This is an optimization exercise on Yosys and OpenROAD, whose aim is small area, not a production implementation. Where RTL was checked, it was by simulation tests only, not by an equivalence proof against the original. Power figures rest on the tool's default switching activity, not on a simulated workload.

==> flow/design.v <==
module relogio_simples_top(
    input wire btn_mode,
    input wire reset,
    input wire btn_start,
    input wire btn_change,
    input wire clk,
    output wire [6:0] HEX0,
    output wire [6:0] HEX1,
    output wire [6:0] HEX2,
    output wire [6:0] HEX3,
    output wire [6:0] HEX4,
    output wire [6:0] HEX5,
    output wire [2:0] LED
);
    function [3:0] u_next;
        input [3:0] q;
        begin
            u_next[0] = (~q[0]);
            u_next[1] = (~q[0] & q[1]) | (q[0] & ~q[1] & ~q[3]);
            u_next[2] = (~q[0] & q[2]) | (q[0] & q[1] & ~q[2]) | (~q[1] & q[2]);
            u_next[3] = (~q[0] & q[3]) | (q[0] & q[1] & q[2]);
        end
    endfunction
    function [0:0] u_is9;
        input [3:0] q;
        begin
            u_is9[0] = (q[0] & q[3]);
        end
    endfunction
    function [0:0] u_is3;
        input [3:0] q;
        begin
            u_is3[0] = (q[0] & q[1] & ~q[2]);
        end
    endfunction
    function [0:0] u_gt3;
        input [3:0] q;
        begin
            u_gt3[0] = (q[2]) | (q[3]);
        end
    endfunction
    function [6:0] u_seg;
        input [3:0] q;
        begin
            u_seg[0] = (~q[0] & ~q[1] & q[2]) | (q[0] & ~q[1] & ~q[2] & ~q[3]) | (q[1] & q[3]);
            u_seg[1] = (~q[0] & q[1] & q[2]) | (q[0] & ~q[1] & q[2]) | (q[1] & q[3]);
            u_seg[2] = (~q[0] & q[1] & ~q[2]) | (q[1] & q[3]);
            u_seg[3] = (~q[0] & ~q[1] & q[2]) | (q[0] & ~q[1] & ~q[2]) | (q[0] & q[1] & q[2]);
            u_seg[4] = (q[0]) | (~q[1] & q[2]);
            u_seg[5] = (q[0] & q[1]) | (q[0] & ~q[2] & ~q[3]) | (q[1] & ~q[2]);
            u_seg[6] = (q[0] & q[1] & q[2]) | (~q[1] & ~q[2] & ~q[3]);
        end
    endfunction
    function [2:0] t_next;
        input [2:0] q;
        begin
            t_next[0] = (q[0] & ~q[2]) | (q[1] & ~q[2]);
            t_next[1] = (~q[0]);
            t_next[2] = (~q[1] & ~q[2]);
        end
    endfunction
    function [0:0] t_is5;
        input [2:0] q;
        begin
            t_is5[0] = (q[0] & q[2]);
        end
    endfunction
    function [6:0] t_seg;
        input [2:0] q;
        begin
            t_seg[0] = (q[0] & ~q[1] & ~q[2]) | (q[1] & q[2]);
            t_seg[1] = (q[0] & q[2]);
            t_seg[2] = (~q[0] & q[1] & ~q[2]) | (q[0] & q[1] & q[2]);
            t_seg[3] = (q[0] & ~q[1] & ~q[2]) | (q[1] & q[2]);
            t_seg[4] = (q[0]) | (q[2]);
            t_seg[5] = (q[1]);
            t_seg[6] = (~q[0] & ~q[1]) | (q[1] & q[2]);
        end
    endfunction
    function [1:0] h_next;
        input [1:0] q;
        begin
            h_next[0] = (~q[0] & ~q[1]);
            h_next[1] = (q[0]);
        end
    endfunction
    function [0:0] h_is1;
        input [1:0] q;
        begin
            h_is1[0] = (q[0]);
        end
    endfunction
    function [0:0] h_is2;
        input [1:0] q;
        begin
            h_is2[0] = (q[1]);
        end
    endfunction
    function [6:0] h_seg;
        input [1:0] q;
        begin
            h_seg[0] = (q[0]);
            h_seg[1] = (q[0] & q[1]);
            h_seg[2] = (q[1]);
            h_seg[3] = (q[0]);
            h_seg[4] = (q[0]);
            h_seg[5] = (q[0]) | (q[1]);
            h_seg[6] = (q[0]) | (~q[1]);
        end
    endfunction
    reg [1:0] st;
    wire crono = st[0];
    wire cfg = st[1] & ~st[0];
    reg prev_start, prev_change;
    reg [1:0] mode_sync;
    reg mode_stable, prev_mode;
    reg [8:0] db;            
    reg [2:0] cd;            
    wire click_start = btn_start & ~prev_start;
    wire click_change = btn_change & ~prev_change;
    wire click_mode = mode_stable & ~prev_mode;
    wire diff = mode_sync[1] ^ mode_stable;
    wire hit = db[0] & ~db[1] & db[2] & ~db[5] & ~db[6] & ~db[7] & ~db[8];
    wire dbfb = ~(db[8] ^ db[1]);
    wire [5:0] sel;
    assign sel[0] = ~cd[2] & ~cd[0];
    assign sel[1] = ~cd[1] & cd[0];
    assign sel[2] = ~cd[2] & cd[1];
    assign sel[3] = cd[2] & cd[0];
    assign sel[4] = cd[1] & ~cd[0];
    assign sel[5] = cd[2] & ~cd[1];
    always @(posedge clk) begin
        prev_start <= btn_start;
        prev_change <= btn_change;
        prev_mode <= mode_stable;
        db <= (diff & ~hit) ? {db[7:0], dbfb} : 9'd0;
    end
    always @(posedge clk or negedge reset) begin
        if (!reset) begin
            mode_sync <= 2'b00;
            mode_stable <= 1'b0;
            st <= 2'b00;
            cd <= 3'b000;
        end else begin
            mode_sync <= {mode_sync[0], btn_mode};
            if (diff & hit) mode_stable <= mode_sync[1];
            st[0] <= click_mode ? ~st[0] & ~st[1] : st[0];
            st[1] <= st[0] ? (click_mode | (st[1] ^ click_start)) : (st[1] & ~click_mode);
            if (cfg) begin
                if (click_start) cd <= {cd[1:0], ~cd[2]};
                else if (click_mode) cd <= 3'b000;
            end
        end
    end
    assign LED[2] = ~(st[0] | st[1]);
    assign LED[1] = crono;
    assign LED[0] = cfg;
    reg [12:0] pisca_lo;
    reg pisca_hi;
    wire pz = ~|pisca_lo[11:0];
    wire pfb = pisca_lo[12] ^ pisca_lo[4] ^ pisca_lo[1] ^ pisca_lo[0] ^ pz;
    always @(posedge clk or negedge reset)
        if (!reset) begin
            pisca_lo <= 13'd0;
            pisca_hi <= 1'b0;
        end else begin
            pisca_lo <= {pisca_lo[11:0], pfb};
            pisca_hi <= pisca_hi ^ (pisca_lo[12] & pz);
        end
    reg [14:0] w_pre;
    reg [3:0] w_su, w_mu, w_hu;
    reg [2:0] w_sd, w_md;
    reg [1:0] w_hd;
    wire ca = cfg & click_change;
    wire w_tick = ~cfg & (&w_pre);
    wire w_c1 = w_tick & u_is9(w_su);
    wire w_c2 = w_c1 & t_is5(w_sd);
    wire w_c3 = w_c2 & u_is9(w_mu);
    wire w_c4 = w_c3 & t_is5(w_md);
    wire w_hwrap = u_is9(w_hu) | (h_is2(w_hd) & u_is3(w_hu));
    always @(posedge clk or negedge reset) begin
        if (!reset) begin
            w_pre <= 15'd0;
            w_su <= 4'd0; w_sd <= 3'd0; w_mu <= 4'd0; w_md <= 3'd0; w_hu <= 4'd0; w_hd <= 2'd0;
        end else begin
            if (~cfg) w_pre <= w_pre + 15'd1;
            if (w_tick | (ca & sel[0])) w_su <= u_next(w_su);
            if (w_c1 | (ca & sel[1])) w_sd <= t_next(w_sd);
            if (w_c2 | (ca & sel[2])) w_mu <= u_next(w_mu);
            if (w_c3 | (ca & sel[3])) w_md <= t_next(w_md);
            if (ca & sel[5] & h_is1(w_hd) & u_gt3(w_hu)) w_hu <= 4'd0;
            else if (w_c4 | (ca & sel[4])) w_hu <= w_hwrap ? 4'd0 : u_next(w_hu);
            if ((w_c4 & w_hwrap) | (ca & sel[5])) w_hd <= h_next(w_hd);
        end
    end
    reg [14:0] c_pre;
    reg [3:0] c_su, c_mu, c_hu;
    reg [2:0] c_sd, c_md;
    reg [1:0] c_hd;
    wire run = st[0] & st[1];
    wire c_clr = ~st[0] | btn_change;
    wire c_tick = run & (&c_pre);
    wire c_c1 = c_tick & u_is9(c_su);
    wire c_c2 = c_c1 & t_is5(c_sd);
    wire c_c3 = c_c2 & u_is9(c_mu);
    wire c_c4 = c_c3 & t_is5(c_md);
    wire c_hwrap = u_is9(c_hu) | (h_is2(c_hd) & u_is3(c_hu));
    always @(posedge clk) begin
        if (c_clr) begin
            c_pre <= 15'd0;
            c_su <= 4'd0; c_sd <= 3'd0; c_mu <= 4'd0; c_md <= 3'd0; c_hu <= 4'd0; c_hd <= 2'd0;
        end else begin
            if (run) c_pre <= c_pre + 15'd1;
            if (c_tick) c_su <= u_next(c_su);
            if (c_c1) c_sd <= t_next(c_sd);
            if (c_c2) c_mu <= u_next(c_mu);
            if (c_c3) c_md <= t_next(c_md);
            if (c_c4) c_hu <= c_hwrap ? 4'd0 : u_next(c_hu);
            if (c_c4 & c_hwrap) c_hd <= h_next(c_hd);
        end
    end
    wire bl = pisca_hi & cfg;
    assign HEX0 = u_seg((st[0] ? c_su : w_su) | {4{bl & sel[0]}});
    assign HEX1 = t_seg((st[0] ? c_sd : w_sd) | {3{bl & sel[1]}});
    assign HEX2 = u_seg((st[0] ? c_mu : w_mu) | {4{bl & sel[2]}});
    assign HEX3 = t_seg((st[0] ? c_md : w_md) | {3{bl & sel[3]}});
    assign HEX4 = u_seg((st[0] ? c_hu : w_hu) | {4{bl & sel[4]}});
    assign HEX5 = h_seg((st[0] ? c_hd : w_hd) | {2{bl & sel[5]}});
endmodule
export LEC_CHECK = 0
export CAP_MARGIN = 20
export CORE_MARGIN = 2
export CORE_UTILIZATION = 40
export SLEW_MARGIN = 20
create_clock -name core_clock -period 10.0 [get_ports {clk}]
standard.sh (not shown) runs the stock make flow with config.mk's settings and CLKGATE_MAP_FILE= SYNTH_SCRIPT=/design/flow/synth_recipe.tcl, a recipe that flattens the netlist after the stock synthesis.
==> flow/flow/run.sh <==
#!/bin/bash
# Own layout flow: the standard ORFS flow (standard.sh) with
#  - synthesis: the standard script (synth_recipe.tcl), with ABC's mapping
#    script replaced by an area-oriented one (flow/area.abc); registers are
#    untouched, so their names, count and cells are the standard ones;
#  - port buffers of the smallest buffer (buf_1);
#  - a clock tree of clkbuf_8 without dummy loads;
#  - logic cells oversized by synthesis replaced by their smallest variant
#    before placement (flow/downsize.tcl); later repair steps resize as needed.
set -euo pipefail
here=$(pwd)
export FLOW_ABC_SCRIPT="$here/flow/area.abc"
export BUFFER_PORTS_ARGS="-buffer_cell sky130_fd_sc_hd__buf_1"
export CTS_ARGS="-sink_clustering_enable -repair_clock_nets -dont_use_dummy_load -buf_list {sky130_fd_sc_hd__clkbuf_8} -sink_clustering_size 25 -sink_clustering_max_diameter 100"
export PRE_GLOBAL_PLACE_TCL="$here/flow/downsize.tcl"
printf 'source %s\nsource %s\n' "$here/flow/abc_override.tcl" "$here/synth_recipe.tcl" > "$here/flow_synth.tcl"
bash standard.sh SYNTH_SCRIPT="$here/flow_synth.tcl" finish > "$here/standard_flow.log" 2>&1
==> flow/flow/abc_override.tcl <==
# Run Yosys's abc with the flow's own ABC script in place of ORFS's.
proc abc {args} {
  set i [lsearch -exact $args -script]
  if {$i >= 0} { lset args [expr {$i + 1}] $::env(FLOW_ABC_SCRIPT) }
  yosys abc {*}$args
}
==> flow/flow/area.abc <==
&get -n
&st
&deepsyn -T 10
&put
dch -f
amap
topo
==> flow/flow/downsize.tcl <==
# Replace each logic cell of drive strength above 1 by its _1 (or _0) variant
# when the library has one; timing is checked and repaired later in the flow.
set block [ord::get_db_block]
set n 0
foreach inst [$block getInsts] {
  set m [[$inst getMaster] getName]
  if {[regexp {^(sky130_fd_sc_hd__[a-z0-9]+)_([0-9]+)$} $m -> base drv]} {
    if {$drv > 1 && ![string match "*dfrtp*" $m] && ![string match "*clk*" $m]} {
      foreach d {1 0} {
        set cand "${base}_$d"
        if {[get_lib_cells -quiet */$cand] ne ""} {
          if {$cand ne $m} {
            replace_cell [$inst getName] $cand
            incr n
          }
          break
        }
      }
    }
  }
}
puts "downsize: replaced $n cells"
Rerun with:
--- a/flow/design.v
+++ b/flow/design.v
@@ -51,33 +51,33 @@
             u_seg[6] = (q[0] & q[1] & q[2]) | (~q[1] & ~q[2] & ~q[3]);
         end
     endfunction
     function [2:0] t_next;
         input [2:0] q;
         begin
-            t_next[0] = (q[0] & ~q[2]) | (q[1] & ~q[2]);
-            t_next[1] = (~q[0]);
-            t_next[2] = (~q[1] & ~q[2]);
+            t_next[0] = (~q[0]);
+            t_next[1] = (~q[0] & q[1]) | (q[0] & ~q[1] & ~q[2]);
+            t_next[2] = (~q[0] & q[2]) | (q[0] & q[1]);
         end
     endfunction
     function [0:0] t_is5;
         input [2:0] q;
         begin
             t_is5[0] = (q[0] & q[2]);
         end
     endfunction
     function [6:0] t_seg;
         input [2:0] q;
         begin
-            t_seg[0] = (q[0] & ~q[1] & ~q[2]) | (q[1] & q[2]);
+            t_seg[0] = (~q[0] & q[2]) | (q[0] & ~q[1] & ~q[2]) | (q[1] & q[2]);
             t_seg[1] = (q[0] & q[2]);
-            t_seg[2] = (~q[0] & q[1] & ~q[2]) | (q[0] & q[1] & q[2]);
-            t_seg[3] = (q[0] & ~q[1] & ~q[2]) | (q[1] & q[2]);
+            t_seg[2] = (~q[0] & q[1]) | (q[1] & q[2]);
+            t_seg[3] = (~q[0] & q[2]) | (q[0] & ~q[1] & ~q[2]) | (q[1] & q[2]);
             t_seg[4] = (q[0]) | (q[2]);
-            t_seg[5] = (q[1]);
-            t_seg[6] = (~q[0] & ~q[1]) | (q[1] & q[2]);
+            t_seg[5] = (q[0] & ~q[2]) | (q[1]);
+            t_seg[6] = (~q[1] & ~q[2]) | (q[1] & q[2]);
         end
     endfunction
     function [1:0] h_next;
         input [1:0] q;
         begin
             h_next[0] = (~q[0] & ~q[1]);
What happened: The changed run finished clean; total power grows by 2.6%; critical path depth came out higher by 1; core utilization hardly moves; worst setup slack loses 54 ps; global-route usage drops by 0.17 points; design area rises by 0.43%; die area increases by 0.46%; clock power barely changes; flip-flop and latch count is unchanged; sequential power rose by about 0.9%; routed wire length barely changes; register-to-register slack gets worse by 210 ps.
Function not checked in the second run of this note: the RTL went through the layout flow alone.

[re-timing with driven ports]
The results above use ideal ports. As a check the final layouts listed here were re-extracted and re-timed, cells and wires unchanged.
Step 1 sets driving cells, clkbuf_16 on the clock port and buf_2 on the other inputs (assumed; they add their load-dependent delay and slew).
Step 2 adds t to the input delays and takes it off the output delays; t is the mean of the earliest and latest rising clock arrival at the registers after step 1. Input paths then give back, and output paths get back, about the clock's delay inside the block.
Slacks: ideal / step 1 / step 2; pairs: ideal / step 1.
| run | t, ns | setup slack, ns | hold WS [ns] | worst setup path at the end |
|---|---|---|---|---|
| the first run | 0.385 | 4.280 / 4.246 / 4.631 | 0.364 / 0.364 / 0.364 | register to output |
| the second run | 0.385 | 4.225 / 4.195 / 4.580 | 0.356 / 0.356 / 0.356 | register to output |
After both steps setup and hold are still met in every run listed.
